Background: an optimization exercise with open tools, aiming at small area. Do not read the settings as production practice. Function was checked by simulation only, so behaviour that the tests miss may differ from the original. No activity file was given, so power comes from the tool's default toggle rates.

==> design.v <==
module Debouncer #(parameter N = 10, parameter K = 6) (
    input  clk,
    input  rst,
    input  signal,
    output reg signal_state,
    output signal_up
);
localparam [N-1:0] P = {(N+1)/2{2'b10}};    
reg s0_n;           
reg s1;
reg [N-1:0] f;
wire [N-1:0] c = f ^ P;
wire idle = ~(signal_state ^ s1);
wire low_zero = (f[N-2:0] == P[N-2:0]);
wire term = c[N-1] & low_zero;
wire fb = c[N-1] ^ c[K] ^ low_zero;
integer i;
always @(posedge clk) begin
    s0_n <= ~(~rst & signal);
    s1   <= ~(rst | s0_n);
    f[0] <= ~idle & fb;
    for (i = 1; i < N; i = i + 1)
        f[i] <= P[i] ? ~(~idle & f[i-1]) : ~(idle | f[i-1]);
    if (rst) signal_state <= 1'b0;
    else if (term) signal_state <= s1;
end
assign signal_up = term & signal_state & ~s1;
endmodule
module clock_divisor #(parameter W = 12, parameter K = 10, parameter [W-1:0] TERM = 12'h742) (
    input  clk,
    input  rst,
    input  restart,
    output reg out
);
localparam [W-1:0] P = {(W+1)/2{2'b10}};
reg [W-1:0] f;
wire [W-1:0] c = f ^ P;
wire tick = (f == (TERM ^ P));
wire clr = rst | restart | tick;
integer i;
always @(posedge clk) begin
    f[0] <= ~clr & ~(c[W-1] ^ c[K]);
    for (i = 1; i < W; i = i + 1)
        f[i] <= P[i] ? ~(~clr & f[i-1]) : ~(clr | f[i-1]);
    if (rst | restart) out <= 1'b0;
    else if (tick) out <= ~out;
end
endmodule
module temporizador #(parameter W = 12, parameter K = 10, parameter [W-1:0] TERM = 12'h742) (
    input  clk,
    input  rst,
    input  [1:0] value,
    input  start_timer,
    output led_blink,
    output reg t_expired
);
reg counting;        
reg started;         
reg [1:0] counter;   
reg blink_last;      
reg pulse;           
clock_divisor #(.W(W), .K(K), .TERM(TERM)) div (
    .clk(clk),
    .rst(rst),
    .restart(started),
    .out(led_blink)
);
wire [1:0] ctmp = counter + {1'b0, pulse};
wire expire = (ctmp >= value);
always @(posedge clk) begin
    blink_last <= led_blink;
    pulse      <= led_blink & ~blink_last;
    started    <= ~rst & ~counting & start_timer;
    t_expired  <= counting & expire;
    counting   <= ~rst & (counting ? ~expire : start_timer);
    counter    <= counting ? ctmp : 2'd0;
end
endmodule
module FSM(
    input clk,
    input rst,
    input ok,
    input t_expired,
    input reset,
    input [2:0] c_type,
    output [2:0] ing_type,
    output start_timer,
    output [7:3] ingredientes,
    output cobrar,
    output reg [2:0] c_type_saved
    );
reg [2:0] ph;
reg l;
always @(posedge clk) begin
	if (rst | reset) begin
		ph <= 3'd0;
		l <= 1'b0;
	end else if (l) begin
		l <= 1'b0;
	end else if (ph == 3'd0) begin
		if (ok) begin
			ph <= 3'd1;
			l <= 1'b1;
		end
	end else if (ph == 3'd6) begin
		ph <= 3'd0;
	end else if (t_expired) begin
		ph <= ph + 3'd1;
		l <= 1'b1;
	end
	if (~rst & ~reset & ~l & (ph == 3'd0) & ok)
		c_type_saved <= c_type;
end
assign ing_type = ph;
assign ingredientes = {ph == 3'd1, ph == 3'd2, ph == 3'd3, ph == 3'd4, ph == 3'd5};
assign start_timer = ~l & (ph != 3'd0) & (ph != 3'd6);
assign cobrar = l & (ph == 3'd6);
endmodule
module Comparador(
    input clk,
    input rst,
    input [3:0] dinero,
    input [2:0] c_type,
    output reg ok,
    output reg [3:0] cambio
    );
reg [3:0] precio;
always @(*)
	case(c_type)
		3'b001: precio = 4'd3;
		3'b010: precio = 4'd4;
		3'b011: precio = 4'd5;
		3'b100: precio = 4'd7;
		default: precio = 4'd0;
	endcase
wire hit = (precio != 4'd0) && (dinero >= precio);
always @(posedge clk) begin
	ok     <= ~rst & hit;
	cambio <= hit ? dinero - precio : 4'd0;
end
endmodule
module Contador(
    input clk,
    input rst,
    input one,
    input five,
    input reset,
    output reg [3:0] total
    );
always @(posedge clk)
	if (rst || reset) total <= 4'd0;
	else if (five) total <= total + 4'd5;
	else if (one) total <= total + 4'd1;
endmodule
module SelectBebida(
    input [3:0] switches,
    output reg [2:0] c_type
    );
always @(*)
begin
	case (switches)
		4'b0001 : c_type = 3'b001;
		4'b0010 : c_type = 3'b010;
		4'b0100 : c_type = 3'b011;
		4'b1000 : c_type = 3'b100;
		default : c_type = 3'b000;
	endcase
end
endmodule
`timescale 1ns / 1ps
module TimeSelector(
    input [2:0] c_type,
    input [2:0] ing_type,
    output reg [1:0] t_value
    );
always @(*)
begin
		if (c_type == 3'b001)
			case(ing_type)
				3'b001: t_value = 2;
				3'b010: t_value = 3;
				3'b011: t_value = 0;
				3'b100: t_value = 0;
				3'b101: t_value = 1;
				default: t_value = 0;
			endcase
		else if (c_type == 3'b010)
			case(ing_type)
				3'b001: t_value = 2;
				3'b010: t_value = 2;
				3'b011: t_value = 1;
				3'b100: t_value = 0;
				3'b101: t_value = 1;
				default: t_value = 0;
			endcase
		else if (c_type == 3'b011)
			case(ing_type)
				3'b001: t_value = 2;
				3'b010: t_value = 1;
				3'b011: t_value = 2;
				3'b100: t_value = 0;
				3'b101: t_value = 1;
				default: t_value = 0;
			endcase
		else if (c_type == 3'b100)
			case(ing_type)
				3'b001: t_value = 1;
				3'b010: t_value = 1;
				3'b011: t_value = 1;
				3'b100: t_value = 2;
				3'b101: t_value = 1;
				default: t_value = 0;
			endcase
		else
			t_value = 0;	
end
endmodule
module binto7seg(
    input  [3:0] binary,
    output [6:0] seg
    );
wire x3 = binary[3], x2 = binary[2], x1 = binary[1], x0 = binary[0];
wire a = x3 | x1 | ~(x2 ^ x0);
wire b = ~x2 | ~(x1 ^ x0);
wire c = x2 | ~x1 | x0;
wire d = x3 | (~x2 & ~x0) | (x1 & ~x0) | (~x2 & x1) | (x2 & ~x1 & x0);
wire e = (~x2 & ~x0) | (x1 & ~x0);
wire f = x3 | (~x1 & ~x0) | (x2 & ~x1) | (x2 & ~x0);
wire g = x3 | (x2 ^ x1) | (x1 & ~x0);
assign seg = ~{g, f, e, d, c, b, a};
endmodule
module deco(
    input clk,
    input rst,
    input step,
    output reg [3:0] out
    );
always @(posedge clk)
	if (rst) out <= 4'b1111;
	else if (step) out <= {out[2:0], ~&out[2:0]};
endmodule
module seven_segment #(parameter N = 10, parameter K = 6) (
    input clk,
    input rst,
    input [3:0] in,       
    output [6:0] seg,
    output [3:0] an
  );
localparam [N-1:0] P = {(N+1)/2{2'b10}};
reg [N-1:0] f;
wire [N-1:0] c = f ^ P;
reg [3:0] unidades;
reg decenas;
wire low_zero = (f[N-3:0] == P[N-3:0]);
wire at_zero = low_zero & ~c[N-2] & ~c[N-1];
wire at_load = low_zero & c[N-2] & ~c[N-1];
wire fb = c[N-1] ^ c[K] ^ (low_zero & ~c[N-2]);
deco deco (
	.clk(clk),
	.rst(rst),
	.step(at_zero),
	.out(an)
);
integer i;
always @(posedge clk) begin
	f[0] <= ~rst & fb;
	for (i = 1; i < N; i = i + 1)
		f[i] <= P[i] ? ~(~rst & f[i-1]) : ~(rst | f[i-1]);
	if (at_load & ~an[0]) unidades <= (in > 4'd9) ? in - 4'd10 : in;
	if (at_load & ~an[1]) decenas <= (in > 4'd9);
end
wire [3:0] x = ~an[2] ? unidades : {3'b000, ~an[3] & decenas};
binto7seg toseg (
	.binary(x),
	.seg(seg)
);
endmodule
module main(
    input clk,
    input rst,
    input btnl,
    input btnd,
    input btnr,
    input btnp,
    input [3:0] speed,
    output [7:0] led,
    output [6:0] seg,
    output [3:0] an
    );
wire [3:0] bebida;
wire [3:0] total;
wire [3:0] cambio;
wire reset_wire;
wire cobrar_wire;
wire cancel_wire;
wire hundred_wire;
wire five_hundred_wire;
wire [2:0] c_type;
wire [2:0] c_type_saved;
wire t_expired;
wire [2:0] ing_type;
wire [1:0] t_value;
wire start_timer;
wire ok;
localparam DB_N = 10, DB_K = 6;
localparam DIV_W = 12, DIV_K = 10;
localparam [DIV_W-1:0] DIV_TERM = 12'h742;
localparam SEG_N = 10, SEG_K = 6;
assign led[1:0] = 2'b00;
Debouncer #(.N(DB_N), .K(DB_K)) coffee      (.clk(clk), .rst(rst), .signal(speed[0]), .signal_state(bebida[0]), .signal_up());
Debouncer #(.N(DB_N), .K(DB_K)) coffee_milk (.clk(clk), .rst(rst), .signal(speed[1]), .signal_state(bebida[1]), .signal_up());
Debouncer #(.N(DB_N), .K(DB_K)) cappuc      (.clk(clk), .rst(rst), .signal(speed[2]), .signal_state(bebida[2]), .signal_up());
Debouncer #(.N(DB_N), .K(DB_K)) mocca       (.clk(clk), .rst(rst), .signal(speed[3]), .signal_state(bebida[3]), .signal_up());
Debouncer #(.N(DB_N), .K(DB_K)) cancel      (.clk(clk), .rst(rst), .signal(btnd), .signal_state(cancel_wire), .signal_up());
Debouncer #(.N(DB_N), .K(DB_K)) reset       (.clk(clk), .rst(rst), .signal(btnp), .signal_state(reset_wire), .signal_up());
Debouncer #(.N(DB_N), .K(DB_K)) hundred_coin      (.clk(clk), .rst(rst), .signal(btnl), .signal_state(), .signal_up(hundred_wire));
Debouncer #(.N(DB_N), .K(DB_K)) five_hundred_coin (.clk(clk), .rst(rst), .signal(btnr), .signal_state(), .signal_up(five_hundred_wire));
SelectBebida selector(.switches(bebida), .c_type(c_type));
Comparador comparador (.clk(clk), .rst(rst), .dinero(total), .c_type(c_type), .cambio(cambio), .ok(ok));
Contador monedero(.clk(clk), .rst(rst), .one(hundred_wire), .five(five_hundred_wire),
	.reset(cancel_wire | cobrar_wire), .total(total));
temporizador #(.W(DIV_W), .K(DIV_K), .TERM(DIV_TERM)) temp(.clk(clk), .rst(rst), .value(t_value), .start_timer(start_timer),
	.led_blink(led[2]), .t_expired(t_expired));
TimeSelector time_select(.c_type(c_type_saved), .ing_type(ing_type), .t_value(t_value));
FSM fsm(.clk(clk), .rst(rst), .ok(ok), .c_type(c_type), .t_expired(t_expired), .reset(reset_wire),
	.ing_type(ing_type), .start_timer(start_timer), .ingredientes(led[7:3]), .cobrar(cobrar_wire),
	.c_type_saved(c_type_saved));
seven_segment #(.N(SEG_N), .K(SEG_K)) seven_seg(.clk(clk), .rst(rst), .in((cambio != 4'd0) ? cambio : total), .seg(seg), .an(an));
endmodule
==> run.sh <==
#!/bin/bash
# synth_recipe.tcl (not shown) runs the flow's synth.tcl, then flattens the netlist and writes it again
# the make line also repeats each setting of config.mk as NAME=value (left out here)
make -C /OpenROAD-flow-scripts/flow DESIGN_CONFIG=/design/flow/config.mk WORK_HOME=/design/flow/orfs CLKGATE_MAP_FILE= SYNTH_SCRIPT=/design/flow/synth_recipe.tcl finish
==> config.mk <==
export PLATFORM = sky130hd
export DESIGN_NAME = main
export DESIGN_NICKNAME = main
export VERILOG_FILES = /design/flow/design.v
export SDC_FILE = /design/flow/constraint.sdc
export NUM_CORES = 4
export LEC_CHECK = 0
export CAP_MARGIN = 20
export CORE_MARGIN = 2
export CORE_UTILIZATION = 40
export CTS_BUF_LIST = sky130_fd_sc_hd__clkbuf_4
export SLEW_MARGIN = 20
==> constraint.sdc <==
create_clock -name core_clock -period 10.0 [get_ports {clk}]
set_input_delay 2.0000 -clock core_clock [delete_from_list [all_inputs] [get_ports {clk}]]
set_output_delay 2.0000 -clock core_clock [all_outputs]
set_load 0.01 [all_outputs]
==> results of run 1 <==
## worst reg2reg max path, delay by kind of cell (launching register included)
kind	cells	cell delay [ns]
AOI/OAI and AO/OA	3	0.89
adders and majority gates	2	0.62
DFF	1	0.56
and+or+nand+nor	2	0.17
xor gates and xnor gates	1	0.14
buffers and inverters	1	0.06
## logic make-up after synthesis
family / after synthesis / share of synthesized area [%]
other: 1 / 0.0640
muxes: 11 / 1.88
and+or+nand+nor: 265 / 24.1
xor gates and xnor gates: 42 / 6.27
AOI/OAI and AO/OA: 51 / 5.66
adders and majority gates: 18 / 3.97
buffers and inverters: 32 / 2.37
DFF: 159 / 55.7
## routing by layer
metal,share of wire (%),vias up
li1,-,2015
met3,3.8,13
met5,0,-
met4,1.8,0
met1,47,1784
met2,47,54
## cells in the final DEF, fill, tap and decap left out, types with 4 or more instances in the layout
cell	instances
and2_1	7
a21oi_1	14
mux2i_1	11
nor2_1	91
and4b_1	6
nor2b_1	18
nand3_1	12
o21a_1	6
xnor2_1	24
nor4b_1	4
nor4bb_1	8
nor3_1	13
nand2_1	51
clkdlybuf4s50_1	25
dfxtp_1	151
nor3b_1	7
a31oi_1	5
o21ai_0	9
clkbuf_4	20
ha_1	17
nand2b_1	17
clkinv_2	4
inv_1	15
nand4bb_1	4
edfxtp_1	8
xor2_1	18
nor4_1	6
bufinv_16	4
## cell type report
type                       count  area, um2
tap                          184        230
fill                        1357       7830
timing repair buffer          26        255
clock inverter                12        166
clock buffer                  20        150
antenna                        1       2.50
inverter                      16       65.1
multi-input combinational    389       2460
sequential                   159       3260
## stage by stage
step / hold slack [ns] / instance area (um2)
floorplan: 0.353 / 5870
global placement: 0.355 / 6280
detailed placement: 0.365 / 6280
CTS: 0.379 / 6600
global route: 0.393 / 6600
finish: 0.376 / 6600
## state kept, by name (all words and copies together), names as in the netlist, 2 cells and up
| name | flops |
|---|---|
| cappuc.f | 10 |
| temp.counter | 2 |
| fsm.c_type_saved | 3 |
| fsm.ph | 3 |
| coffee.f | 10 |
| five_hundred_coin.f | 10 |
| seven_seg.f | 10 |
| coffee_milk.f | 10 |
| reset.f | 10 |
| temp.div.f | 12 |
| mocca.f | 10 |
| seven_seg.deco.out | 4 |
| hundred_coin.f | 10 |
| seven_seg.unidades | 4 |
| monedero.total | 4 |
| comparador.cambio | 4 |
| cancel.f | 10 |
## cells in the mapped netlist, drive strengths merged (2+ instances only)
| cell type | instances |
|---|---|
| nand3b | 3 |
| nand3 | 12 |
| or2 | 2 |
| nor4 | 6 |
| inv | 15 |
| or2b | 2 |
| clkbuf | 11 |
| nor4bb | 8 |
| or3b | 4 |
| edfxtp | 8 |
| and2 | 7 |
| o21a | 6 |
| and4b | 6 |
| o21ai | 9 |
| a21oi | 15 |
| ha | 17 |
| mux2i | 11 |
| nand4bb | 4 |
| or4 | 2 |
| dfxtp | 151 |
| a31oi | 5 |
| nand4 | 2 |
| nor3b | 7 |
| o21bai | 2 |
| nor3 | 13 |
| nor2 | 91 |
| or3 | 2 |
| buf | 5 |
| nand2 | 51 |
| xor2 | 18 |
| nor2b | 18 |
| nor4b | 5 |
| a211oi | 3 |
| a211o | 3 |
| nand2b | 17 |
| xnor2 | 24 |
## power breakdown
part | internal (mW) | total, mW | switching, mW
Combinational | 0.0392 | 0.0738 | 0.0346
Sequential | 0.648 | 0.656 | 0.00791
Clock | 0.205 | 0.411 | 0.206
Total | 0.892 | 1.14 | 0.249
## final timing paths
kind | to | slack, ns | depth (start not counted)
max | seg[3] | 5.48 | 6
min | five_hundred_coin.f[1] | 0.38 | 1
max reg2reg | comparador.cambio[2] | 7.45 | 9
min reg2reg | five_hundred_coin.f[1] | 0.38 | 1
==> flow_metrics.tcl, run 1 <==
set metrics [dict create \
    initial_core_util_pct 40.6 \
    rsz0062_at_grt "no" \
    startpoint_type "flip-flop" \
    cts_buffers 17 \
    areaGrowthSynthToFinish_pct 12.5 \
    row_count 44 \
    drive_above_1_share_pct 6.75 \
    ir_drop_v 0.0000941 \
    drt-total-wl_um 9460 \
    synthArstFlopShare_pct 0 \
    ant_nets 0 \
    grtUsageMet2_pct 21.9 \
    grt_pass1_vias 4002 \
    critical_path_class "flip-flop to output port" \
    cts_setup_buffers 0 \
    p_leak_nw 2.52 \
    final_nets 637 \
    slew_headroom_pct 48.0 \
    synth_top_flop_cell "dfxtp_1" \
    cts_sinks 159 \
    run_status "finished clean" \
    period_needed_ns 4.52 \
    cp_slowest_cell "clkdlybuf4s50_1" \
    setup_viol 0 \
    dp_hpwl_um 6840 \
    netlist_area_mm2 0.00586 \
    hp-start "five_hundred_coin.f[0]" \
    met3_usage_pct 3.98 \
    cap_violations 0 \
    fp.dieW_um 125 \
    synth_cell_types 55 \
    grt_first_pass_wirelength_um 17300 \
    yosysTopAreaCell "dfxtp_1" \
    gp_congestion 0.794 \
    grt.busiest_layer "met2" \
    synth_edf_count 8 \
    ys_warn_count 10 \
    synth-seq-area-share_pct 55.7 \
    fin_tns_setup_ns 0 \
    use_met1_pct 15.9 \
    clock_tree.root_cell "clkbuf_4" \
    port_buffers 26 \
    yosys_register_bits 159 \
    fin_total_pwr_mw 1.14 \
    cp.required_ns 8.00 \
    path_delay_family "buffers and inverters" \
    io-pin-count 29 \
    final_cells 807 \
    die_h_um 125 \
    r2r_start "coffee.signal_state" \
    clockBufferDepth 2 \
    core_mm2 0.0144 \
    clock_latency_ns 0.53 \
    worst_pin_slew_ns 0.780 \
    syn_inst 579 \
    cts_tree "yes" \
    yosysTopAreaCellShare_pct 51.6 \
    antenna_found_initial 1 \
    crit_path_max_incr_delay_ns 0.59 \
    h-tree-depth 4 \
    place_inst 774 \
    dr_total_vias 3866 \
    first_pass_iters 4 \
    clock_skew_ns 0.0127 \
    power.density_mw_per_mm2 173 \
    grt_max_degree 47 \
    crit_chain "nand2b_1, inv_1, ha_1, nor2_1, nor4b_1, clkdlybuf4s50_1" \
    pre_cts_ws_ns 6.08 \
    avgSynthCellArea_um2 10.1 \
    finalMaxSlewViolations 0 \
    min_path_type "flip-flop to flip-flop" \
    period_share_pct 45.2 \
    grt.total_usage_pct 13.3 \
    end_kind "output port" \
    cp_num_buf_inv 2 \
    utilization_pct 45.7 \
    cts_resized 0 \
    drt-initial-drc-count 230 \
    drt-vias-per-instance 4.79 \
    crit_start "seven_seg.deco.out[2]" \
    synth_area_leaders "dfxtp_1, nor2_1, edfxtp_1" \
    overflow 0 \
    drc 0 \
    arrival_ns 2.52 \
    hold_violations 0 \
    cts_hold_buf 0 \
    clkSlewWorstSetupHoldPaths_ns 0.12 \
    fin_ws_ns 5.48 \
    post_drt_wl_per_cell_um 11.7 \
    critPathMaxFanout 9 \
    fmax_mhz 221 \
    die_area_mm2 0.0156 \
]
==> run 2, diff against run 1 <==
--- a/config.mk
+++ b/config.mk
@@ -7,6 +7,7 @@
 export LEC_CHECK = 0
 export CAP_MARGIN = 20
 export CORE_MARGIN = 2
-export CORE_UTILIZATION = 40
-export CTS_BUF_LIST = sky130_fd_sc_hd__clkbuf_4
+export CORE_UTILIZATION = 70
+export CTS_BUF_LIST = sky130_fd_sc_hd__clkbuf_8
+export CTS_CLUSTER_SIZE = 30
 export SLEW_MARGIN = 20
==> run 2 against run 1 <==
  * Global-route usage is 9.4 points higher
  * Clock power is 7.3% higher
  * Critical path depth is 1 lower
  * Flip-flop and latch count stayed put
  * Cell area is 0.40% lower
  * Non-clock buffer count is 1 higher
  * First-iteration DRC count is 47% lower
  * Via count is 2.5% higher
  * Worst setup slack better by 0.14 ns
  * Sequential power hardly changed
  * Power is 2.5% higher
  * Critical endpoint unchanged
  * Highest routed layer unchanged
==> flow_metrics.tcl, run 2 <==
set metrics [dict create \
    run_status "finished clean" \
    yosysTopAreaCell "dfxtp_1" \
    clock_skew_ns 0.0116 \
    ys_warn_count 10 \
    cts_setup_buffers 0 \
    cts_resized 0 \
    synth_cell_types 55 \
    die_area_mm2 0.00912 \
    fin_tns_setup_ns 0 \
    cap_violations 0 \
    grtUsageMet2_pct 38.6 \
    worst_pin_slew_ns 0.620 \
    final_common_cell "dfxtp_1" \
    synth_top_flop_cell "dfxtp_1" \
    min_delay_path_depth 1 \
    yosys_register_bits 159 \
    rr_worst_depth 9 \
    critical_path_class "flip-flop to output port" \
    rsz0062_at_grt "no" \
    h-tree-depth 4 \
    drt-initial-drc-count 121 \
    fmax_mhz 228 \
    first_pass_iters 5 \
    clkSlewWorstSetupHoldPaths_ns 0.08 \
    drt-vias-per-instance 5.44 \
    port_buffers 26 \
    final_cells 728 \
    critPathMaxFanout 9 \
    cts_sinks 159 \
    synth_edf_count 8 \
    drt-total-wl_um 9360 \
    clockBufferDepth 2 \
    largest_reg_flops 12 \
    synth_area_leaders "dfxtp_1, nor2_1, edfxtp_1" \
    use_met1_pct 27.6 \
    cts_hold_buf 0 \
    row_count 33 \
    clock_tree.root_cell "clkbuf_8" \
    ant_nets 0 \
    p_leak_nw 2.54 \
    fp.dieW_um 95.5 \
    antenna_found_initial 0 \
    min_path_type "flip-flop to flip-flop" \
    place_inst 696 \
    yosysTopAreaCellShare_pct 51.6 \
    arrival_ns 2.38 \
    post_drt_wl_per_cell_um 12.9 \
    areaGrowthSynthToFinish_pct 12.1 \
    period_share_pct 43.8 \
    cts_tree "yes" \
    die_h_um 95.5 \
    synthArstFlopShare_pct 0 \
    synth.most_common_cell "dfxtp_1" \
    avgSynthCellArea_um2 10.1 \
    setup_viol 0 \
    cts_buffers 17 \
    dp_hpwl_um 6650 \
    power.density_mw_per_mm2 178 \
    finalMaxSlewViolations 0 \
    cp.required_ns 8.00 \
    grt_pass1_vias 3712 \
    drc 0 \
    utilization_pct 80.4 \
    pre_cts_ws_ns 6.02 \
    top_register "temp.div.f" \
    final_cell_mix "dfxtp_1, nor2_1, nand2_1" \
    synth_common_cells "dfxtp_1, nor2_1, nand2_1" \
    drive_above_1_share_pct 6.90 \
    grt_max_degree 47 \
    core_mm2 0.00818 \
    met3_usage_pct 6.72 \
    n_antenna_cell 0 \
    overflow 0 \
    grt_first_pass_wirelength_um 16100 \
    netlist_area_mm2 0.00586 \
    grt.total_usage_pct 22.7 \
    clock_latency_ns 0.43 \
    ir_drop_v 0.000152 \
    gp_congestion 0.789 \
    fin_ws_ns 5.62 \
    syn_inst 579 \
    final_nets 638 \
    synth-seq-area-share_pct 55.7 \
    timing.hold.ws_ns 0.378 \
    end_kind "output port" \
    dr_total_vias 3963 \
    slew_headroom_pct 58.1 \
    period_needed_ns 4.38 \
    startpoint_type "flip-flop" \
    io-pin-count 29 \
    hold_violations 0 \
    grt.busiest_layer "met2" \
    initial_core_util_pct 71.7 \
]
[run 2: cell types whose count changed in the layout (fill, tap and decap cells not counted), sizes merged]
cell / change
clkinv: -1
clkdlybuf4s50: +1
clkinvlp: +1
bufinv: -3
diode: -1
clkbuf: -2
inv: +5
[run 2: area by class of cell]
class                   count  area (um2)
clock buffers              18         248
inverters                  16        65.1
flip-flops and latches    159        3260
well taps                 105         131
repair buffers             27         268
multi-input cells         389        2460
clock inverters            14         131
fillers                   539        1600
[run 2: critical path: stages (launching register included)]
cell,delay (ns)
dfxtp_1,0.48
mux2i_1,0.24
ha_1,0.26
nor2_1,0.14
nor4b_1,0.25
clkdlybuf4s50_1,0.59
[run 2: metal layers]
layer / up-vias / wire (um)
met1: 1874 / 4320
li1: 2015 / -
met5: - / 0
met4: 0 / 83
met2: 66 / 4630
met3: 8 / 320
[run 2: logic make-up (layout without fill, tap and decap cells)]
kind of cell | after synthesis | count (layout) | synth area share (%)
flip-flops | 159 | 159 | 55.7
XOR/XNOR | 42 | 42 | 6.27
AO/OA/AOI/OAI | 51 | 51 | 5.66
adder cells (fa/ha/maj) | 18 | 18 | 3.97
buffers and inverters | 32 | 75 | 2.37
multiplexers | 11 | 11 | 1.88
other | 1 | 2 | 0.0640
AND/OR/NAND/NOR | 265 | 265 | 24.1
[run 2: power breakdown]
part | switching [mW] | internal, mW
Clock | 0.234 | 0.208
Sequential | 0.00794 | 0.647
Combinational | 0.0341 | 0.0395
[run 2: final timing paths]
path	start	slack, ns	endpoint
worst max-delay path	seven_seg.deco.out[2]	5.62	seg[3]
worst min-delay path	mocca.s0_n	0.38	mocca.s1
worst max register to register	coffee.signal_state	7.33	comparador.cambio[2]
worst min register to register	mocca.s0_n	0.38	mocca.s1
[run 2: metrics by stage]
step / area, um2 / total power, mW
after floorplan: 5870 / 0.712
final: 6570 / 1.17
after global routing: 6570 / 1.22
after detailed placement: 6190 / 0.744
after CTS: 6570 / 1.18
after global placement: 6190 / 0.741
==> run 3, diff against run 2 <==
==> flow/run.sh (new file) <==
#!/bin/bash
# Own flow: the standard flow, with three changes to how the layout is made:
#  1. after the standard synthesis, the combinational gates are re-mapped by
#     ABC for area (flip-flops untouched, see remap.tcl); the result is used
#     only if Yosys proves it equivalent to the standard netlist (equiv.tcl);
#  2. port buffers are the smallest buffer (buf_1) instead of the default;
#  3. clock tree synthesis uses clkbuf_4 buffers and inserts no dummy loads.
# Each tool's full output goes to a log file in the work folder.
set -euo pipefail
WORK=$(pwd)
FLOWDIR=$WORK/flow
export RES=$WORK/orfs/results/${FLOW_PLATFORM}/main/base
export ABC_SCRIPT=$FLOWDIR/area.abc

bash standard.sh synth > $WORK/log_synth.txt 2>&1
cp $RES/1_2_yosys.v $RES/1_2_yosys_std.v
if yosys -c $FLOWDIR/remap.tcl > $WORK/log_remap.txt 2>&1 &&
   yosys -c $FLOWDIR/equiv.tcl > $WORK/log_equiv.txt 2>&1; then
  cp $RES/1_2_yosys_remap.v $RES/1_2_yosys.v
  rm -f $RES/1_synth.odb $RES/1_synth.sdc
  echo "using re-mapped netlist"
else
  echo "re-map not proven; using the standard netlist"
fi

export BUFFER_PORTS_ARGS="-buffer_cell sky130_fd_sc_hd__buf_1"
export CTS_ARGS="-sink_clustering_enable -repair_clock_nets -buf_list sky130_fd_sc_hd__clkbuf_4 -dont_use_dummy_load"
bash standard.sh finish > $WORK/log_finish.txt 2>&1
==> flow/area.abc (new file) <==
strash; dch -f; map -a; strash; dch -f; map -a; strash; dch -f; map -a; topo
==> flow/equiv.tcl (new file) <==
# Prove the re-mapped netlist equivalent to the standard one (same flip-flops,
# paired by name; the gates between them must compute the same functions).
yosys -import
set lib $::env(FLOW_HOME)/platforms/sky130hd/lib/sky130_fd_sc_hd__tt_025C_1v80.lib
set res $::env(RES)
read_liberty -ignore_miss_func $lib
read_verilog $res/1_2_yosys_std.v
rename $::env(FLOW_TOP) gold
read_verilog $res/1_2_yosys_remap.v
rename $::env(FLOW_TOP) gate
hierarchy -check
flatten gold gate
opt_clean
rename -hide w:_*
equiv_make gold gate equiv
equiv_simple -seq 2
equiv_induct
equiv_status -assert
==> flow/remap.tcl (new file) <==
# Re-map the combinational logic of the standard synthesis for area. Every
# flip-flop instance of the standard netlist is kept as it is (same name, same
# cell); only the gates between them are re-optimised and re-mapped by ABC.
yosys -import
set lib $::env(FLOW_HOME)/platforms/sky130hd/lib/sky130_fd_sc_hd__tt_025C_1v80.lib
set res $::env(RES)
set seq {sky130_fd_sc_hd__dfbbn_1 sky130_fd_sc_hd__dfbbn_2 sky130_fd_sc_hd__dfbbp_1 sky130_fd_sc_hd__dfrbp_1 sky130_fd_sc_hd__dfrbp_2 sky130_fd_sc_hd__dfrtn_1 sky130_fd_sc_hd__dfrtp_1 sky130_fd_sc_hd__dfrtp_2 sky130_fd_sc_hd__dfrtp_4 sky130_fd_sc_hd__dfsbp_1 sky130_fd_sc_hd__dfsbp_2 sky130_fd_sc_hd__dfstp_1 sky130_fd_sc_hd__dfstp_2 sky130_fd_sc_hd__dfstp_4 sky130_fd_sc_hd__dfxbp_1 sky130_fd_sc_hd__dfxbp_2 sky130_fd_sc_hd__dfxtp_1 sky130_fd_sc_hd__dfxtp_2 sky130_fd_sc_hd__dfxtp_4 sky130_fd_sc_hd__dlclkp_1 sky130_fd_sc_hd__dlclkp_2 sky130_fd_sc_hd__dlclkp_4 sky130_fd_sc_hd__dlrbn_1 sky130_fd_sc_hd__dlrbn_2 sky130_fd_sc_hd__dlrbp_1 sky130_fd_sc_hd__dlrbp_2 sky130_fd_sc_hd__dlrtn_1 sky130_fd_sc_hd__dlrtn_2 sky130_fd_sc_hd__dlrtn_4 sky130_fd_sc_hd__dlrtp_1 sky130_fd_sc_hd__dlrtp_2 sky130_fd_sc_hd__dlrtp_4 sky130_fd_sc_hd__dlxbn_1 sky130_fd_sc_hd__dlxbn_2 sky130_fd_sc_hd__dlxbp_1 sky130_fd_sc_hd__dlxtn_1 sky130_fd_sc_hd__dlxtn_2 sky130_fd_sc_hd__dlxtn_4 sky130_fd_sc_hd__dlxtp_1 sky130_fd_sc_hd__edfxbp_1 sky130_fd_sc_hd__edfxtp_1 sky130_fd_sc_hd__lpflow_inputisolatch_1 sky130_fd_sc_hd__sdfbbn_1 sky130_fd_sc_hd__sdfbbn_2 sky130_fd_sc_hd__sdfbbp_1 sky130_fd_sc_hd__sdfrbp_1 sky130_fd_sc_hd__sdfrbp_2 sky130_fd_sc_hd__sdfrtn_1 sky130_fd_sc_hd__sdfrtp_1 sky130_fd_sc_hd__sdfrtp_2 sky130_fd_sc_hd__sdfrtp_4 sky130_fd_sc_hd__sdfsbp_1 sky130_fd_sc_hd__sdfsbp_2 sky130_fd_sc_hd__sdfstp_1 sky130_fd_sc_hd__sdfstp_2 sky130_fd_sc_hd__sdfstp_4 sky130_fd_sc_hd__sdfxbp_1 sky130_fd_sc_hd__sdfxbp_2 sky130_fd_sc_hd__sdfxtp_1 sky130_fd_sc_hd__sdfxtp_2 sky130_fd_sc_hd__sdfxtp_4 sky130_fd_sc_hd__sdlclkp_1 sky130_fd_sc_hd__sdlclkp_2 sky130_fd_sc_hd__sdlclkp_4 sky130_fd_sc_hd__sedfxbp_1 sky130_fd_sc_hd__sedfxbp_2 sky130_fd_sc_hd__sedfxtp_1 sky130_fd_sc_hd__sedfxtp_2 sky130_fd_sc_hd__sedfxtp_4}
set dont_use {sky130_fd_sc_hd__lpflow_bleeder_1 sky130_fd_sc_hd__lpflow_clkbufkapwr_1 sky130_fd_sc_hd__lpflow_clkbufkapwr_16 sky130_fd_sc_hd__lpflow_clkbufkapwr_2 sky130_fd_sc_hd__lpflow_clkbufkapwr_4 sky130_fd_sc_hd__lpflow_clkbufkapwr_8 sky130_fd_sc_hd__lpflow_clkinvkapwr_1 sky130_fd_sc_hd__lpflow_clkinvkapwr_16 sky130_fd_sc_hd__lpflow_clkinvkapwr_2 sky130_fd_sc_hd__lpflow_clkinvkapwr_4 sky130_fd_sc_hd__lpflow_clkinvkapwr_8 sky130_fd_sc_hd__lpflow_decapkapwr_12 sky130_fd_sc_hd__lpflow_decapkapwr_3 sky130_fd_sc_hd__lpflow_decapkapwr_4 sky130_fd_sc_hd__lpflow_decapkapwr_6 sky130_fd_sc_hd__lpflow_decapkapwr_8 sky130_fd_sc_hd__lpflow_inputiso0n_1 sky130_fd_sc_hd__lpflow_inputiso0p_1 sky130_fd_sc_hd__lpflow_inputiso1n_1 sky130_fd_sc_hd__lpflow_inputiso1p_1 sky130_fd_sc_hd__lpflow_inputisolatch_1 sky130_fd_sc_hd__lpflow_isobufsrc_1 sky130_fd_sc_hd__lpflow_isobufsrc_16 sky130_fd_sc_hd__lpflow_isobufsrc_2 sky130_fd_sc_hd__lpflow_isobufsrc_4 sky130_fd_sc_hd__lpflow_isobufsrc_8 sky130_fd_sc_hd__lpflow_isobufsrckapwr_16 sky130_fd_sc_hd__lpflow_lsbuf_lh_hl_isowell_tap_1 sky130_fd_sc_hd__lpflow_lsbuf_lh_hl_isowell_tap_2 sky130_fd_sc_hd__lpflow_lsbuf_lh_hl_isowell_tap_4 sky130_fd_sc_hd__lpflow_lsbuf_lh_isowell_4 sky130_fd_sc_hd__lpflow_lsbuf_lh_isowell_tap_1 sky130_fd_sc_hd__lpflow_lsbuf_lh_isowell_tap_2 sky130_fd_sc_hd__lpflow_lsbuf_lh_isowell_tap_4 sky130_fd_sc_hd__probe_p_8 sky130_fd_sc_hd__probec_p_8 }
set du_args {}
foreach c $dont_use { lappend du_args -dont_use $c }
read_liberty -ignore_miss_func $lib
foreach c $seq { catch { setattr -mod -set blackbox 1 $c } }
read_verilog $res/1_2_yosys_std.v
hierarchy -top $::env(FLOW_TOP)
flatten
opt_clean
abc -script $::env(ABC_SCRIPT) -liberty $lib {*}$du_args
opt_clean -purge
# the cell modules read above were pruned by hierarchy; re-read them as blackboxes
read_liberty -lib -overwrite $lib
hilomap -singleton -hicell sky130_fd_sc_hd__conb_1 HI -locell sky130_fd_sc_hd__conb_1 LO
splitnets
opt_clean -purge
tee -o $res/remap_stat.txt stat -liberty $lib
check -assert
write_verilog -noattr -nohex -nodec $res/1_2_yosys_remap.v
==> standard.sh (new file) <==
#!/bin/bash
# synth_recipe.tcl (not shown) runs the flow's synth.tcl, then flattens the netlist and writes it again
# the make line also repeats each setting of config.mk as NAME=value (left out here)
make -C /OpenROAD-flow-scripts/flow DESIGN_CONFIG=/design/flow/config.mk WORK_HOME=/design/flow/orfs CLKGATE_MAP_FILE= SYNTH_SCRIPT=/design/flow/synth_recipe.tcl "${@:-finish}"
--- a/config.mk
+++ b/config.mk
@@ -7,7 +7,5 @@
 export LEC_CHECK = 0
 export CAP_MARGIN = 20
 export CORE_MARGIN = 2
-export CORE_UTILIZATION = 70
-export CTS_BUF_LIST = sky130_fd_sc_hd__clkbuf_8
-export CTS_CLUSTER_SIZE = 30
+export CORE_UTILIZATION = 40
 export SLEW_MARGIN = 20
removed: run.sh
==> run 3 against run 2 <==
  * Still clean on timing, DRC and antenna
  * Core utilization down 37 points
  * Final cell count up 8.7%
  * Maximum frequency up 7.3%
  * Power down 17%
  * Synthesized area unchanged
  * Hold slack worse by 0.019 ns
  * Clock power down 42%
  * Largest cell class unchanged
==> flow_metrics.tcl, run 3 <==
set metrics [dict create \
    synth_edf_count 8 \
    reg2reg_setup_slack_ns 7.37 \
    cts_tree "yes" \
    clock_skew_ns 0.0273 \
    final_common_cell "dfxtp_1" \
    die_h_um 125 \
    syn_inst 579 \
    period_needed_ns 4.08 \
    yosys.area_share.simple_pct 24.1 \
    dr_total_vias 3847 \
    row_count 44 \
    cp.required_ns 8.00 \
    synth_area_leaders "dfxtp_1, nor2_1, edfxtp_1" \
    ir_drop_v 0.0000888 \
    cap_violations 0 \
    p_leak_nw 2.36 \
    overflow 0 \
    hp-start "reset.f[2]" \
    multi_input_area_mm2 0.00246 \
    clockBufferDepth 2 \
    min_path_type "flip-flop to flip-flop" \
    rsz0062_at_grt "no" \
    cts_sinks 159 \
    gp_congestion 0.779 \
    fin_tns_setup_ns 0 \
    power.density_mw_per_mm2 155 \
    drt-total-wl_um 9430 \
    ant_nets 0 \
    clkSlewWorstSetupHoldPaths_ns 0.11 \
    ff_latch_area_mm2 0.00326 \
    largest_reg_flops 12 \
    post_drt_wl_per_cell_um 11.9 \
    run_status "finished clean" \
    avgSynthCellArea_um2 10.1 \
    final_nets 637 \
    cp_slowest_cell "dfxtp_1" \
    arrival_ns 2.08 \
    fp.dieW_um 125 \
    reg2reg_to "comparador.cambio[2]" \
    pre_cts_ws_ns 5.99 \
    critPathMaxFanout 9 \
    end_kind "output port" \
    crit_chain "mux2i_1, ha_1, nor2_1, nor4b_1, buf_1" \
    critical_path_class "flip-flop to output port" \
    min_delay_path_depth 1 \
    dp_hpwl_um 6740 \
    grt.total_usage_pct 12.8 \
    port_buffers 26 \
    yosysTopAreaCellShare_pct 51.6 \
    synth_mux_area_share_pct 1.88 \
    yosysTopAreaCell "dfxtp_1" \
    cts_setup_buffers 0 \
    die_area_mm2 0.0156 \
    hold_violations 0 \
    synth_top_flop_cell "dfxtp_1" \
    grt_max_degree 47 \
    final_cell_mix "dfxtp_1, nor2_1, nand2_1" \
    slew_headroom_pct 39.2 \
    worst_pin_slew_ns 0.912 \
    grt_pass1_vias 3818 \
    areaGrowthSynthToFinish_pct 6.59 \
    whs_endpoint "reset.f[3]" \
    fin_ws_ns 5.92 \
    core_mm2 0.0144 \
    drive_above_1_share_pct 4.61 \
    place_inst 774 \
    synth-compound-area-share_pct 5.66 \
    first_pass_iters 4 \
    synth.most_common_cell "dfxtp_1" \
    grt_first_pass_wirelength_um 16500 \
    clock_latency_ns 0.52 \
    synthXorXnorAreaFrac_pct 6.27 \
    rr_worst_depth 9 \
    h-tree-depth 4 \
    drt-vias-per-instance 4.86 \
    cts_resized 0 \
    n_antenna_cell 0 \
    synth_top_family_by_area "simple AND/OR/NAND/NOR gates" \
    nFillCells 1396 \
    finalMaxSlewViolations 0 \
    crit_path_max_incr_delay_ns 0.50 \
    synthArstFlopShare_pct 0 \
    clock_tree.root_cell "clkbuf_4" \
    startpoint_type "flip-flop" \
    r2r_start "coffee.signal_state" \
    synth_cell_types 55 \
    top_register "temp.div.f" \
    synth-seq-area-share_pct 55.7 \
    initial_core_util_pct 40.6 \
    synth_common_cells "dfxtp_1, nor2_1, nand2_1" \
    antenna_found_initial 0 \
    cts_buffers 17 \
    ys_warn_count 10 \
    io-pin-count 29 \
    fin_total_pwr_uw 969 \
    drt-initial-drc-count 166 \
    cts_hold_buf 0 \
    yosys_register_bits 159 \
    period_share_pct 40.8 \
    fmax_mhz 245 \
    final_cells 791 \
    netlist_area_mm2 0.00586 \
    setup_viol 0 \
    drc 0 \
    synth_fa_ha_area_share_pct 3.97 \
]
[run 3: cell counts after synthesis]
No cell type changed its count.
[run 3: how the worst max path moves through the flow]
| stage | from | end | slack [ns] | depth (start not counted) |
|---|---|---|---|---|
| floorplan | seven_seg.deco.out[2] | seg[3] | 6.42 | 5 |
| global placement | rst | fsm.c_type_saved[0] | 6.10 | 3 |
| detailed placement | rst | fsm.c_type_saved[0] | 5.99 | 3 |
| CTS | seven_seg.deco.out[2] | seg[3] | 5.84 | 5 |
| global route | seven_seg.deco.out[2] | seg[3] | 5.64 | 5 |
| finish | seven_seg.deco.out[2] | seg[3] | 5.92 | 5 |
[run 3: final cells by class]
type / instances / area share (%)
well taps: 184 / 3.68
flip-flops and latches: 159 / 52.2
multi-input cells: 389 / 39.4
repair buffers: 26 / 1.58
inverters: 16 / 1.04
clock buffers: 17 / 2.04
[run 3: where the power goes]
| part | internal (mW) | switching (mW) |
|---|---|---|
| Combinational | 0.0247 | 0.0338 |
| Sequential | 0.647 | 0.00797 |
| Clock | 0.0780 | 0.177 |
| Total | 0.750 | 0.219 |
[run 3: logic make-up after synthesis]
group | Yosys count
other cells | 1
compound gates | 51
flops | 159
fa+ha+maj | 18
simple gates | 265
xor+xnor | 42
mux | 11
buf+inv | 32
[run 3: metrics by stage]
| step | cell area [um2] | hold WS (ns) | utilization [%] |
|---|---|---|---|
| after CTS | 6250 | 0.364 | 43.3 |
| final | 6250 | 0.359 | 43.3 |
| after detailed placement | 6120 | 0.366 | 42.4 |
| after global placement | 6120 | 0.357 | 42.4 |
| after floorplan | 5870 | 0.353 | - |
| after global routing | 6250 | 0.375 | 43.3 |
[run 3: critical path, delay by kind of cell, from the launching register on]
family	cells	cell delay (ns)
adder cells (fa/ha/maj)	1	0.26
multiplexers	1	0.49
AND/OR/NAND/NOR	2	0.19
buffers and inverters	1	0.14
flip-flops	1	0.50
[run 3: routing by layer]
| metal | vias up | GRT usage, % | routed length, um |
|---|---|---|---|
| met2 | 52 | 20.9 | 4370 |
| met1 | 1800 | 15.4 | 4540 |
| met5 | - | 0 | 0 |
| met3 | 8 | 4.62 | 410 |
| met4 | 0 | 4.77 | 115 |
| li1 | 1987 | - | - |
==> run 4, diff against run 3 <==
--- a/flow/run.sh
+++ b/flow/run.sh
@@ -24,5 +24,5 @@
 fi
 
 export BUFFER_PORTS_ARGS="-buffer_cell sky130_fd_sc_hd__buf_1"
-export CTS_ARGS="-sink_clustering_enable -repair_clock_nets -buf_list sky130_fd_sc_hd__clkbuf_4 -dont_use_dummy_load"
+export CTS_ARGS="-sink_clustering_enable -repair_clock_nets -buf_list sky130_fd_sc_hd__clkbuf_8 -dont_use_dummy_load"
 bash standard.sh finish > $WORK/log_finish.txt 2>&1
--- a/flow/equiv.tcl
+++ b/flow/equiv.tcl
@@ -5,13 +5,13 @@
 set res $::env(RES)
 read_liberty -ignore_miss_func $lib
 read_verilog $res/1_2_yosys_std.v
-rename $::env(FLOW_TOP) gold
+yosys rename $::env(FLOW_TOP) gold
 read_verilog $res/1_2_yosys_remap.v
-rename $::env(FLOW_TOP) gate
+yosys rename $::env(FLOW_TOP) gate
 hierarchy -check
 flatten gold gate
 opt_clean
-rename -hide w:_*
+yosys rename -hide w:_*
 equiv_make gold gate equiv
 equiv_simple -seq 2
 equiv_induct
--- a/config.mk
+++ b/config.mk
@@ -7,5 +7,5 @@
 export LEC_CHECK = 0
 export CAP_MARGIN = 20
 export CORE_MARGIN = 2
-export CORE_UTILIZATION = 40
+export CORE_UTILIZATION = 60
 export SLEW_MARGIN = 20
==> run 4 against run 3 <==
  * Critical path depth up 3
  * Synthesized area down 9.1%
  * Worst setup slack better by 0.26 ns
  * Die area down 38%
  * Final cell count down 1.9%
  * Still clean on timing, DRC and antenna
  * First-iteration DRC count down 32%
  * Wire length down 8.4%
  * Count of clock-buffer cells in the layout unchanged
==> flow_metrics.tcl, run 4 <==
set metrics [dict create \
    setup_viol 0 \
    h-tree-depth 4 \
    rsz0062_at_grt "no" \
    grt.total_usage_pct 19.4 \
    final_area_mm2 0.00581 \
    cts_resized 0 \
    die_area_mm2 0.00965 \
    grt_pass1_vias 3757 \
    clock_skew_ns 0.0338 \
    hold_violations 0 \
    core_mm2 0.00868 \
    grt_max_degree 24 \
    port_buffers 26 \
    n_antenna_cell 0 \
    overflow 0 \
    cts_setup_buffers 0 \
    final_cell_mix "dfxtp_1, nor2_1, nand2_1" \
    first_pass_iters 4 \
    utilization_pct 66.9 \
    final_common_cell "dfxtp_1" \
    clkSlewWorstSetupHoldPaths_ns 0.09 \
    cts_sinks 159 \
    netlist_area_mm2 0.00533 \
    ir_drop_v 0.000129 \
    grt_first_pass_wirelength_um 15500 \
    period_needed_ns 3.82 \
    ys_warn_count 10 \
    top_register "temp.div.f" \
    final_nets 680 \
    cts_buffers 17 \
    startpoint_type "flip-flop" \
    multi_input_area_mm2 0.00177 \
    fin_tns_setup_ns 0 \
    period_share_pct 38.2 \
    clock_tree.root_cell "clkbuf_8" \
    fmax_mhz 262 \
    end_kind "output port" \
    cp.required_ns 8.00 \
    dp_hpwl_um 6180 \
    die_h_um 98.2 \
    p_leak_nw 2.22 \
    critPathMaxFanout 6 \
    ff_latch_area_mm2 0.00326 \
    initial_core_util_pct 61.4 \
    min_path_type "flip-flop to flip-flop" \
    nFillCells 723 \
    clockBufferDepth 2 \
    worst_pin_slew_ns 0.674 \
    dr_total_vias 3914 \
    pre_cts_ws_ns 6.49 \
    gp_congestion 0.904 \
    arrival_ns 1.82 \
    power.density_mw_per_mm2 176 \
    post_drt_wl_per_cell_um 11.1 \
    timing.hold.ws_ns 0.368 \
    run_status "finished clean" \
    slew_headroom_pct 54.8 \
    largest_reg_flops 12 \
    io-pin-count 29 \
    areaGrowthSynthToFinish_pct 8.97 \
    drc 0 \
    fin_ws_ns 6.18 \
    drt-vias-per-instance 5.04 \
    row_count 34 \
    cts_hold_buf 0 \
    avgSynthCellArea_um2 8.55 \
    place_area_mm2 0.00557 \
    clock_latency_ns 0.42 \
    drt-initial-drc-count 113 \
    critical_path_class "flip-flop to output port" \
    antenna_found_initial 0 \
    syn_inst 623 \
    fp.dieW_um 98.2 \
    finalMaxSlewViolations 0 \
    drt-total-wl_um 8640 \
    cap_violations 0 \
    drive_above_1_share_pct 4.04 \
    cts_tree "yes" \
    ant_nets 0 \
]
==> run 4: changes by cell type in the layout (fill, tap and decap cells not counted), sizes merged, moves of 11 or more <==
cell    previous run  this run
nor2              91       128
clkinv             1        79
ha                17         0
nand2b            17         0
nand2             51       113
inv               15         0
mux2i             11         0
a21oi             15        26
xor2              18         2
xnor2             24         7
o21ai              9        27
nor2b             18         0
==> run 4: cell type report <==
class,count,area share (%)
tap,108,2.33
sequential,159,56.2
multi-input combinational,386,30.5
clock buffer,17,4.03
timing repair buffer,27,1.81
inverter,79,5.11
==> run 4: path summary, 6_finish.rpt <==
check                          to  slack [ns]  cells after the start                     start
min reg2reg             coffee.s1        0.37                      1               coffee.s0_n
max reg2reg  comparador.cambio[1]        7.77                     11  coffee_milk.signal_state
max                        seg[3]        6.18                      8     seven_seg.deco.out[2]
min                     coffee.s1        0.37                      1               coffee.s0_n
==> run 4: worst max-delay path, stage by stage (launching register included) <==
cell and delay, ns:
dfxtp_1 0.41, nor2_1 0.09, a31oi_1 0.24, clkinv_1 0.16, a21oi_1 0.19, nor2_1 0.08
nand3_1 0.08, a21oi_1 0.04, buf_1 0.13
==> run 4: through the flow <==
| stage | power, mW | std cells |
|---|---|---|
| floorplan | 0.691 | 624 |
| global placement | 0.702 | 759 |
| detailed placement | 0.703 | 759 |
| CTS | 1.03 | 776 |
| global route | 1.06 | 776 |
| finish | 1.02 | 776 |
==> run 4: where the power goes <==
part | internal, mW | total (mW) | switching [mW]
combinational | 0.0118 | 0.0363 | 0.0245
clock | 0.150 | 0.332 | 0.182
sequential | 0.647 | 0.653 | 0.00555
total | 0.809 | 1.02 | 0.212
==> run 4: metal layers <==
metal / GRT usage, % / up-vias / share of wire (%)
li1: - / 2101 / -
met1: 24.0 / 1753 / 50
met2: 33.0 / 53 / 46
met3: 5.65 / 7 / 3.5
met4: 6.11 / 0 / 0.66
met5: 0 / - / 0
==> run 5, diff against run 4 <==
--- a/flow/run.sh
+++ b/flow/run.sh
@@ -24,5 +24,5 @@
 fi
 
 export BUFFER_PORTS_ARGS="-buffer_cell sky130_fd_sc_hd__buf_1"
-export CTS_ARGS="-sink_clustering_enable -repair_clock_nets -buf_list sky130_fd_sc_hd__clkbuf_8 -dont_use_dummy_load"
+export CTS_ARGS="-sink_clustering_enable -repair_clock_nets -buf_list {sky130_fd_sc_hd__clkbuf_4 sky130_fd_sc_hd__clkbuf_8} -dont_use_dummy_load"
 bash standard.sh finish > $WORK/log_finish.txt 2>&1
==> run 5 against run 4 <==
  * Non-clock buffer count is the same
  * Clock power about the same
  * Synthesized area stayed put
  * Register-to-register slack about the same
  * Sequential power about the same
  * Still clean
  * First-iteration DRC count did not move
  * Critical path type unchanged
  * Maximum frequency unchanged
  * Worst setup slack did not move
==> flow_metrics.tcl, run 5 <==
set metrics [dict create \
    run_status "finished clean" \
    critPathMaxFanout 6 \
    cts_hold_buf 0 \
    rsz0062_at_grt "no" \
    areaGrowthSynthToFinish_pct 8.97 \
    cts_sinks 159 \
    overflow 0 \
    ant_nets 0 \
    die_area_mm2 0.00965 \
    period_needed_ns 3.82 \
    power.density_mw_per_mm2 176 \
    first_pass_iters 4 \
    dr_total_vias 3914 \
    cp_slowest_cell "dfxtp_1" \
    clockBufferDepth 2 \
    die_h_um 98.2 \
    multi_input_area_mm2 0.00177 \
    grt_first_pass_wirelength_um 15500 \
    hold_violations 0 \
    gp_congestion 0.904 \
    port_buffers 26 \
    cts_resized 0 \
    largest_reg_flops 12 \
    fin_total_pwr_mw 1.02 \
    ff_latch_area_mm2 0.00326 \
    drt-initial-drc-count 113 \
    arrival_ns 1.82 \
    top_register "temp.div.f" \
    fin_tns_setup_ns 0 \
    syn_inst 623 \
    drt-vias-per-instance 5.04 \
    period_share_pct 38.2 \
    cts_setup_buffers 0 \
    io-pin-count 29 \
    pre_cts_ws_ns 6.49 \
    final_common_cell "dfxtp_1" \
    cap_violations 0 \
    antenna_found_initial 0 \
    netlist_area_mm2 0.00533 \
    slew_headroom_pct 54.8 \
    cts_tree "yes" \
    initial_core_util_pct 61.4 \
    finalMaxSlewViolations 0 \
    worst_pin_slew_ns 0.674 \
    setup_viol 0 \
    fp.dieW_um 98.2 \
    ir_drop_v 0.000129 \
    fmax_mhz 262 \
    grt_pass1_vias 3757 \
    clock_skew_ns 0.0338 \
    core_mm2 0.00868 \
    final_nets 680 \
    avgSynthCellArea_um2 8.55 \
    clock_tree.root_cell "clkbuf_8" \
    post_drt_wl_per_cell_um 11.1 \
    clkSlewWorstSetupHoldPaths_ns 0.09 \
    startpoint_type "flip-flop" \
    crit_path_max_incr_delay_ns 0.41 \
    drt-total-wl_um 8640 \
    crit_chain "nor2_1, a31oi_1, clkinv_1, a21oi_1, nor2_1, nand3_1, a21oi_1, buf_1" \
    row_count 34 \
    final_cell_mix "dfxtp_1, nor2_1, nand2_1" \
    cts_buffers 17 \
    timing.hold.ws_ns 0.368 \
    grt.total_usage_pct 19.4 \
    clock_latency_ns 0.42 \
    grt_max_degree 24 \
    fin_ws_ns 6.18 \
    cp.required_ns 8.00 \
    min_path_type "flip-flop to flip-flop" \
    end_kind "output port" \
    drive_above_1_share_pct 4.04 \
    n_antenna_cell 0 \
    p_leak_nw 2.22 \
    drc 0 \
    dp_hpwl_um 6180 \
    critical_path_class "flip-flop to output port" \
    h-tree-depth 4 \
    nFillCells 723 \
    ys_warn_count 10 \
]
run 5: critical path: cells and delay by family, from the launching register on:
| kind | cells | cell delay (ns) |
|---|---|---|
| DFF | 1 | 0.41 |
| buffers and inverters | 2 | 0.29 |
| AOI/OAI and AO/OA | 3 | 0.47 |
| and+or+nand+nor | 3 | 0.25 |
run 5: path summary, 6_finish.rpt:
check                      startpoint              endpoint  slack, ns  cells after the start
min                       coffee.s0_n             coffee.s1       0.37                      1
max             seven_seg.deco.out[2]                seg[3]       6.18                      8
max reg2reg  coffee_milk.signal_state  comparador.cambio[1]       7.77                     11
min reg2reg               coffee.s0_n             coffee.s1       0.37                      1
run 5: layout make-up:
| cell class | instances | area share [%] |
|---|---|---|
| multi-input cells | 386 | 30.5 |
| flip-flops and latches | 159 | 56.2 |
| clock buffers | 17 | 4.03 |
| repair buffers | 27 | 1.81 |
| inverters | 79 | 5.11 |
| well taps | 108 | 2.33 |
run 5: per-layer routing:
layer	global-route usage (%)	share of wire (%)
met1	24.0	50
met3	5.65	3.5
met4	6.11	0.66
met5	0	0
met2	33.0	46
run 5: report_power, final:
group	internal [mW]	total, mW	leakage (nW)	switching, mW
clock	0.150	0.332	0.122	0.182
combinational	0.0118	0.0363	0.795	0.0245
sequential	0.647	0.653	1.30	0.00555
run 5: stage by stage:
step	util, %	instance area, um2	instances
2_1_floorplan	-	5330	624
3_3_place_gp	64.2	5570	759
3_5_place_dp	64.2	5570	759
4_1_cts	66.9	5810	776
5_1_grt	66.9	5810	776
6_report	66.9	5810	776
==> run 6, diff against run 5 <==
--- a/flow/run.sh
+++ b/flow/run.sh
@@ -24,5 +24,5 @@
 fi
 
 export BUFFER_PORTS_ARGS="-buffer_cell sky130_fd_sc_hd__buf_1"
-export CTS_ARGS="-sink_clustering_enable -repair_clock_nets -buf_list {sky130_fd_sc_hd__clkbuf_4 sky130_fd_sc_hd__clkbuf_8} -dont_use_dummy_load"
+export CTS_ARGS="-sink_clustering_enable -repair_clock_nets -buf_list sky130_fd_sc_hd__clkbuf_8 -sink_clustering_size 40 -sink_clustering_max_diameter 100 -dont_use_dummy_load"
 bash standard.sh finish > $WORK/log_finish.txt 2>&1
==> run 6 against run 5 <==
  * Maximum frequency unchanged
  * Hold slack unchanged
  * Global-route usage stayed put
  * First-iteration DRC count stayed put
  * Combinational power about the same
  * Cell area unchanged
  * Critical path depth did not move
  * Clock skew did not move
  * Largest power group unchanged
  * Core utilization is the same
  * Via count did not move
  * Wire length unchanged
  * Synthesized cell count unchanged
  * Still clean on timing, DRC and antenna
==> flow_metrics.tcl, run 6 <==
set metrics [dict create \
    cts_tree "yes" \
    internal_power_uw 809 \
    hold_violations 0 \
    core_mm2 0.00868 \
    rsz0062_at_grt "no" \
    drt-total-wl_um 8640 \
    drt-initial-drc-count 113 \
    ff_latch_area_mm2 0.00326 \
    run_status "finished clean" \
    place_area_mm2 0.00557 \
    end_kind "output port" \
    ir_drop_v 0.000129 \
    period_needed_ns 3.82 \
    switching_share_pct 20.8 \
    initial_core_util_pct 61.4 \
    h-tree-depth 4 \
    final_nets 680 \
    grt.total_usage_pct 19.4 \
    power.share.sequential_pct 63.9 \
    p_sw_uw 212 \
    min_delay_path_depth 1 \
    areaGrowthSynthToFinish_pct 8.97 \
    multi_input_area_mm2 0.00177 \
    pwr-share-comb_pct 3.6 \
    crit_chain "nor2_1, a31oi_1, clkinv_1, a21oi_1, nor2_1, nand3_1, a21oi_1, buf_1" \
    die_h_um 98.2 \
    io-pin-count 29 \
    first_pass_iters 4 \
    drc 0 \
    cts_setup_buffers 0 \
    cts_hold_buf 0 \
    clock_tree.root_cell "clkbuf_8" \
    final_area_mm2 0.00581 \
    fin_ws_ns 6.18 \
    dp_hpwl_um 6180 \
    fin_tns_setup_ns 0 \
    nFillCells 723 \
    ant_nets 0 \
    r2r_start "coffee_milk.signal_state" \
    grt_pass1_vias 3757 \
    top_register "temp.div.f" \
    fmax_mhz 262 \
    gp_congestion 0.904 \
    final_common_cell "dfxtp_1" \
    arrival_ns 1.82 \
    worst_pin_slew_ns 0.674 \
    clockPowerShare_pct 32.5 \
    row_count 34 \
    cp.required_ns 8.00 \
    startpoint_type "flip-flop" \
    finalMaxSlewViolations 0 \
    dr_total_vias 3914 \
    grt_first_pass_wirelength_um 15500 \
    setup_viol 0 \
    drive_above_1_share_pct 4.04 \
    port_buffers 26 \
    period_share_pct 38.2 \
    n_antenna_cell 0 \
    cp_slowest_cell "dfxtp_1" \
    die_area_mm2 0.00965 \
    clock_latency_ns 0.42 \
    clock_skew_ns 0.0338 \
    critical_path_class "flip-flop to output port" \
    min_path_type "flip-flop to flip-flop" \
    antenna_found_initial 0 \
    whs_endpoint "coffee.s1" \
    cts_sinks 159 \
    hp-start "coffee.s0_n" \
    clockBufferDepth 2 \
    ys_warn_count 10 \
    netlist_area_mm2 0.00533 \
    grt_max_degree 24 \
    reg2reg_setup_slack_ns 7.77 \
    cap_violations 0 \
    slew_headroom_pct 54.8 \
    avgSynthCellArea_um2 8.55 \
    crit_path_max_incr_delay_ns 0.41 \
    rr_worst_depth 11 \
    cts_buffers 17 \
    pre_cts_ws_ns 6.49 \
    critPathMaxFanout 6 \
    overflow 0 \
    cts_resized 0 \
    largest_reg_flops 12 \
    drt-vias-per-instance 5.04 \
    reg2reg_to "comparador.cambio[1]" \
    fp.dieW_um 98.2 \
    clkSlewWorstSetupHoldPaths_ns 0.09 \
    post_drt_wl_per_cell_um 11.1 \
    p_leak_nw 2.22 \
    power.density_mw_per_mm2 176 \
    syn_inst 623 \
    final_cell_mix "dfxtp_1, nor2_1, nand2_1" \
]
[run 6: cell counts in the layout (fill, tap and decap cells not counted)]
No cell type changed its count.
[run 6: how the worst max path moves through the flow]
stage	startpoint	endpoint	slack [ns]	depth (start not counted)
after global placement	rst	mocca.signal_state	6.55	4
after detailed placement	rst	mocca.signal_state	6.49	4
after global routing	seven_seg.deco.out[2]	seg[3]	5.94	8
after floorplan	seven_seg.deco.out[2]	seg[3]	6.74	6
after CTS	seven_seg.deco.out[2]	seg[3]	6.18	8
final	seven_seg.deco.out[2]	seg[3]	6.18	8
[run 6: layer usage]
layer | GRT usage, % | wire [um] | part of all wire (%) | up-vias
met5 | 0 | 0 | 0 | -
met4 | 6.11 | 57 | 0.66 | 0
met3 | 5.65 | 305 | 3.5 | 7
met2 | 33.0 | 3970 | 46 | 53
met1 | 24.0 | 4300 | 50 | 1753
li1 | - | - | - | 2101
[run 6: power by group through the flow]
stage / combinational [mW] / sequential (mW) / clock, mW
floorplan: 0.0242 / 0.667 / 0
global route: 0.0418 / 0.654 / 0.364
detailed placement: 0.0364 / 0.667 / 0
global placement: 0.0356 / 0.667 / 0
finish: 0.0363 / 0.653 / 0.332
CTS: 0.0366 / 0.653 / 0.344
[run 6: through the flow]
step	utilization [%]	power (mW)	instances	hold slack (ns)
2_1_floorplan	-	0.691	624	0.361
3_3_place_gp	64.2	0.702	759	0.364
3_5_place_dp	64.2	0.703	759	0.367
4_1_cts	66.9	1.03	776	0.368
5_1_grt	66.9	1.06	776	0.381
6_report	66.9	1.02	776	0.368
[run 6: cell type report]
type                       count  share of cell area [%]
tap                          108                    2.33
inverter                      79                    5.11
clock buffer                  17                    4.03
sequential                   159                    56.2
multi-input combinational    386                    30.5
timing repair buffer          27                    1.81
[run 6: critical path: cells and delay by family, from the launching register on]
| family | cells | cell delay, ns |
|---|---|---|
| AND/OR/NAND/NOR | 3 | 0.25 |
| AO/OA/AOI/OAI | 3 | 0.47 |
| flip-flops | 1 | 0.41 |
| buffers and inverters | 2 | 0.29 |

## port drivers added, routing unchanged
How much do the figures lean on ideal ports? The routed layouts below were timed once more, with nothing changed but the port constraints. Step 1 sets driving cells, clkbuf_16 on the clock port and buf_2 on the other inputs (assumed; they add their load-dependent delay and slew). Step 2 times the ports against the registers' clock, not the clock port: input delays grow and output delays shrink by t, the midpoint of the rising clock arrivals with the driver on. a / b / c = no drivers / after step 1 / after step 2; a / b = the first two.
run	t, ns	setup WS [ns]	hold slack, ns	latest minus earliest clock arrival (ns)	slew at the worst register clock pin (ns)
run 1	0.554	5.484 / 5.452 / 6.006	0.376 / 0.376 / 0.376	0.014 / 0.014	0.12 / 0.12
run 2	0.459	5.622 / 5.588 / 6.011	0.378 / 0.378 / 0.378	0.012 / 0.012	0.09 / 0.09
run 3	0.535	5.918 / 5.885 / 5.973	0.359 / 0.359 / 0.359	0.034 / 0.034	0.13 / 0.13
run 4	0.433	6.179 / 6.149 / 6.521	0.368 / 0.368 / 0.368	0.041 / 0.041	0.09 / 0.09
run 5	0.433	6.179 / 6.149 / 6.521	0.368 / 0.368 / 0.368	0.041 / 0.041	0.09 / 0.09
run 6	0.433	6.179 / 6.149 / 6.521	0.368 / 0.368 / 0.368	0.041 / 0.041	0.09 / 0.09
After both steps every run listed still meets setup and hold.
